Context: an optimization exercise on an open-source flow, tuned for small area. The choices shown serve that exercise and are no tape-out recipe. The RTL was checked by simulation tests, not by an equivalence proof against the original design. Power and IR drop assume default switching activity.

==> module pc_rx_deframe, before the edit <==
module pc_rx_deframe #
(
    parameter                       U_DLY = 1
)
(
    input                           clk_sys                     ,
    input                           rst_n                       ,
    input                     [7:0] pc_rx_data                  ,
    input                           pc_rx_data_valid            ,
    output reg                      fdram_wr_en                 ,
    output reg               [11:0] fdram_wr_addr               ,
    output                    [7:0] fdram_wr_data               ,
    output                    [3:0] fififo_wr_en                ,
    output                   [71:0] fififo_wr_data              ,
    output                   [19:0] resp_info                   ,
    output reg                      resp_info_valid
);
wire                                v = pc_rx_data_valid        ;
wire                          [7:0] d = pc_rx_data              ;
reg                                 v1                          ;
reg                                 v2                          ;
reg                          [23:8] sr_hi                       ;
reg                           [7:0] sr_lo                       ;
wire                         [23:0] sr = {sr_hi, sr_lo}         ;
wire                         [31:0] w = {sr, d}                 ;
reg                                 busy                        ;
reg                           [3:0] s                           ;
reg                          [31:0] r                           ;
reg                          [31:0] len                         ;
reg                                 type1                       ;
reg                                 type2                       ;
reg                          [15:0] func                        ;
reg                                 p11                         ;
reg                          [11:0] start                       ;
reg                                 latch                       ;
reg                          [31:0] crcd                        ;
reg                                 cv                          ;
reg                                 clear                       ;
reg                                 pc                          ;
reg                          [31:0] lfsr                        ;
wire                         [31:0] lfsr_c                      ;
reg                           [1:0] ffen                        ;
reg                                 m                           ;
wire                                rz4  = ~|r[31:4]            ;
wire                                r7   = rz4 & (r[3:0] == 4'd7);
wire                                r10  = rz4 & (r[3:0] == 4'd10);
wire                                rle6 = rz4 & ~r[3] & ~&r[2:0];
wire                                rgt10 = ~(rz4 & (r[3:0] <= 4'd10));
wire                                lz4  = ~|len[31:4]          ;
wire                                lz3  = lz4 & ~len[3]        ;
wire                                llt4 = lz3 & ~len[2]        ;
wire                                llt6 = lz3 & ~(len[2] & len[1]);
wire                                leq4 = lz3 & (len[2:0] == 3'd4);
wire                                reg1 = (s <= 4'd5)          ;
wire                                e1 = reg1 ? (lz4 & (len[3:0] == s + 4'd1)) : r7;
wire                                e4 = reg1 ? (lz4 & (len[3:0] == s + 4'd4)) : r10;
wire                                ge = rle6 | llt6            ;
wire                                lt4 = llt4 | (~leq4 & rgt10);
wire                                sync = v & (w == 32'hef9119fe);
wire                                chk = busy & v & e1         ;
wire                                match = cv ? (crcd == w) : (w == 32'd0);
always @ (posedge clk_sys or negedge rst_n)
begin
    if(rst_n == 1'b0)
        begin
            v1 <= 1'b0;
            v2 <= 1'b0;
            sr_lo <= 8'd0;
        end
    else
        begin
            v1 <= v;
            v2 <= v1;
            if(v == 1'b1)
                sr_lo <= d;
        end
end
always @ (posedge clk_sys)
begin
    if(v == 1'b1)
        sr_hi <= sr[15:0];
end
always @ (posedge clk_sys or negedge rst_n)
begin
    if(rst_n == 1'b0)
        begin
            busy <= 1'b0;
            s <= 4'd0;
        end
    else
        begin
            if(sync == 1'b1)
                busy <= 1'b1;
            else if((s >= 4'd9) && (ge == 1'b1))
                busy <= 1'b0;
            if(busy == 1'b0)
                s <= 4'd0;
            else if((v == 1'b1) && (s != 4'd15))
                s <= s + 4'd1;
        end
end
always @ (posedge clk_sys)
begin
    if((v == 1'b1) && (s == 4'd5))
        r <= w;
    else if((busy == 1'b1) && (v == 1'b1))
        r <= r - 32'd1;
end
always @ (posedge clk_sys)
begin
    if((v == 1'b1) && (s == 4'd1))
        begin
            type1 <= (w[15:0] == 16'h0001);
            type2 <= (w[15:0] == 16'h0002) | (w[15:0] == 16'h0003);
        end
end
always @ (posedge clk_sys or negedge rst_n)
begin
    if(rst_n == 1'b0)
        begin
            len <= 32'd0;
            p11 <= 1'b0;
            func <= 16'd0;
            start <= 12'd0;
        end
    else
        begin
            if((v1 == 1'b1) && (s == 4'd6))
                len <= r;
            p11 <= v & (s == 4'd11);
            if(p11 == 1'b1)
                func <= sr[15:0];
            if((v1 == 1'b1) && (s == 4'd11))
                start <= fdram_wr_addr;
        end
end
cb_crc32 u_cb_crc32
(
    .q                              (lfsr | {32{pc}}            ),
    .d                              (v1 ? sr[15:8] : sr[7:0]    ),
    .c                              (lfsr_c                     )
);
always @ (posedge clk_sys)
begin
    if(v2 == 1'b1)
        lfsr <= lfsr_c;
end
always @ (posedge clk_sys or negedge rst_n)
begin
    if(rst_n == 1'b0)
        begin
            clear <= 1'b0;
            pc <= 1'b1;
            latch <= 1'b0;
            cv <= 1'b0;
        end
    else
        begin
            clear <= ~busy & v & (d == 8'hef);
            if(clear == 1'b1)
                pc <= 1'b1;
            else if(v2 == 1'b1)
                pc <= 1'b0;
            latch <= v2 & e4;
            if(latch == 1'b1)
                cv <= 1'b1;
        end
end
always @ (posedge clk_sys)
begin
    if(latch == 1'b1)
        crcd <= lfsr;
end
always @ (posedge clk_sys or negedge rst_n)
begin
    if(rst_n == 1'b0)
        begin
            fdram_wr_en <= 1'b0;
            fdram_wr_addr <= 12'd0;
            ffen <= 2'd0;
            resp_info_valid <= 1'b0;
            m <= 1'b0;
        end
    else
        begin
            fdram_wr_en <= v & (s >= 4'd10) & lt4;
            if(fdram_wr_en == 1'b1)
                fdram_wr_addr <= fdram_wr_addr + 12'd1;
            ffen <= {chk & match & type2, chk & match & type1};
            resp_info_valid <= chk & (type1 | type2);
            m <= match;
        end
end
assign fdram_wr_data = sr_lo;
assign fififo_wr_en = {1'b0, ffen, 1'b0};
assign fififo_wr_data = {func, 4'd0, start, m, 7'd0, len};
assign resp_info = {3'd0, m, func};
endmodule
export LEC_CHECK = 0
export CAP_MARGIN = 20
export CORE_MARGIN = 2
export CORE_UTILIZATION = 40
export PLACE_DENSITY = 0.6
export SLEW_MARGIN = 20
export BUFFER_PORTS_ARGS = -buffer_cell sky130_fd_sc_hd__buf_1
export CTS_ARGS = -sink_clustering_enable -repair_clock_nets -buf_list sky130_fd_sc_hd__clkbuf_8 -sink_clustering_size 18 -sink_clustering_max_diameter 60 -dont_use_dummy_load
export POST_FLOORPLAN_TCL = /design/flow/flow/downsize.tcl
create_clock -name core_clock -period 6.0 [get_ports {clk_sys}]
standard.sh (not shown) runs the stock make flow with config.mk's settings and CLKGATE_MAP_FILE= SYNTH_SCRIPT=/design/flow/synth_recipe.tcl, a recipe that flattens the netlist after the stock synthesis.
==> flow/flow/run.sh <==
#!/bin/bash
# Standard ORFS layout with smaller port buffers, a lighter clock tree and
# combinational cells taken down to their smallest drive after floorplan.
set -euo pipefail
HERE=$(pwd)
cat >> config.mk <<EOC
export BUFFER_PORTS_ARGS = -buffer_cell sky130_fd_sc_hd__buf_1
export CTS_ARGS = -sink_clustering_enable -repair_clock_nets -buf_list sky130_fd_sc_hd__clkbuf_8 -sink_clustering_size 18 -sink_clustering_max_diameter 60 -dont_use_dummy_load
export POST_FLOORPLAN_TCL = $HERE/flow/downsize.tcl
EOC
bash standard.sh finish > flow.log 2>&1
==> flow/flow/downsize.tcl <==
# Swap every combinational cell to the smallest drive strength of the same
# function (the later repair steps size up again where timing needs it).
set dont_use [split $::env(DONT_USE_CELLS)]
set db [ord::get_db]
array set best {}
foreach lib [$db getLibs] {
  foreach m [$lib getMasters] {
    set n [$m getName]
    if {[$m getType] ne "CORE"} { continue }
    if {[lsearch -exact $dont_use $n] >= 0} { continue }
    if {![regexp {^(sky130_fd_sc_hd__[a-z0-9]+)_([0-9]+)$} $n -> base drive]} { continue }
    set a [expr {[$m getWidth] * [$m getHeight]}]
    if {![info exists best($base)] || $a < [lindex $best($base) 0]} {
      set best($base) [list $a $m]
    }
  }
}
set n 0
foreach inst [[ord::get_db_block] getInsts] {
  set m [$inst getMaster]
  set name [$m getName]
  if {![regexp {^(sky130_fd_sc_hd__([a-z0-9]+))_([0-9]+)$} $name -> base short drive]} { continue }
  if {[regexp {^(df|edf|sdf|sedf|dl|conb|tap|fill|decap|clkdly|dlygate)} $short]} { continue }
  if {![info exists best($base)]} { continue }
  set bm [lindex $best($base) 1]
  if {$bm eq $m} { continue }
  if {[lindex $best($base) 0] < [expr {[$m getWidth] * [$m getHeight]}]} {
    $inst swapMaster $bm
    incr n
  }
}
puts "downsize: swapped $n cells"
The starting point completed with no timing, DRC or antenna violations.
Next try:
--- a/flow/design.v
+++ b/flow/design.v
@@ -164,15 +164,34 @@
             else if((v == 1'b1) && (s != 4'd15))
                 s <= s + 4'd1;
         end
 end
-always @ (posedge clk_sys)
-begin
-    if((v == 1'b1) && (s == 4'd5))
-        r <= w;
-    else if((busy == 1'b1) && (v == 1'b1))
-        r <= r - 32'd1;
-end
+genvar gi;
+wire                         [11:0] fa_t                        ;
+assign fa_t[0] = 1'b1;
+generate
+    for (gi = 1; gi < 12; gi = gi + 1) begin : g_fa
+        assign fa_t[gi] = fa_t[gi-1] & fdram_wr_addr[gi-1];
+    end
+endgenerate
+wire                                r_ld = v & (s == 4'd5)      ;
+wire                                r_dec = busy & v            ;
+wire                         [31:0] rzc                         ;
+assign rzc[0] = 1'b1;
+generate
+    for (gi = 1; gi < 32; gi = gi + 1) begin : g_rz
+        assign rzc[gi] = rzc[gi-1] & ~r[gi-1];
+    end
+    for (gi = 0; gi < 32; gi = gi + 1) begin : g_r
+        always @ (posedge clk_sys)
+        begin
+            if(r_ld == 1'b1)
+                r[gi] <= w[gi];
+            else if((r_dec == 1'b1) && (rzc[gi] == 1'b1))
+                r[gi] <= ~r[gi];
+        end
+    end
+endgenerate
 always @ (posedge clk_sys)
 begin
     if((v == 1'b1) && (s == 4'd1))
         begin
@@ -249,10 +268,9 @@
         end
     else
         begin
             fdram_wr_en <= v & (s >= 4'd10) & lt4;
-            if(fdram_wr_en == 1'b1)
-                fdram_wr_addr <= fdram_wr_addr + 12'd1;
+            fdram_wr_addr <= fdram_wr_addr ^ (fa_t & {12{fdram_wr_en}});
             ffen <= {chk & match & type2, chk & match & type1};
             resp_info_valid <= chk & (type1 | type2);
             m <= match;
         end
Effect: The changed run completed with no timing, DRC or antenna violations; hold slack improved by 0.057 ns; die area fell by a few percent; combinational power fell by a few percent; synthesized cell count fell by a few percent; worst setup slack improved by 0.19 ns.

re-timing with driven ports:
The flow's constraints put no driver on any port. The routed layouts listed below were extracted and timed again, unchanged, in two steps.
Step 1 sets driving cells, clkbuf_16 on the clock port and buf_2 on the other inputs (assumed; they add their load-dependent delay and slew).
Step 2 moves the port delays by t, midway between the first and last clock arrival at a register: inputs arrive t later, outputs are due t later. That takes back most of the time a late clock gives input paths.
Three values: no drivers, after step 1, after step 2; two values: the first two.
run	shift t [ns]	setup WS [ns]	latest minus earliest clock arrival (ns)
the first run	0.528	2.586 / 2.586 / 2.094	0.087 / 0.087
the second run	0.522	2.778 / 2.787 / 2.264	0.081 / 0.081
After both steps every run listed still meets setup and hold. For the second run, which loses most, drivers alone change the setup slack by +0.009 ns; drivers and shift together by -0.514 ns.
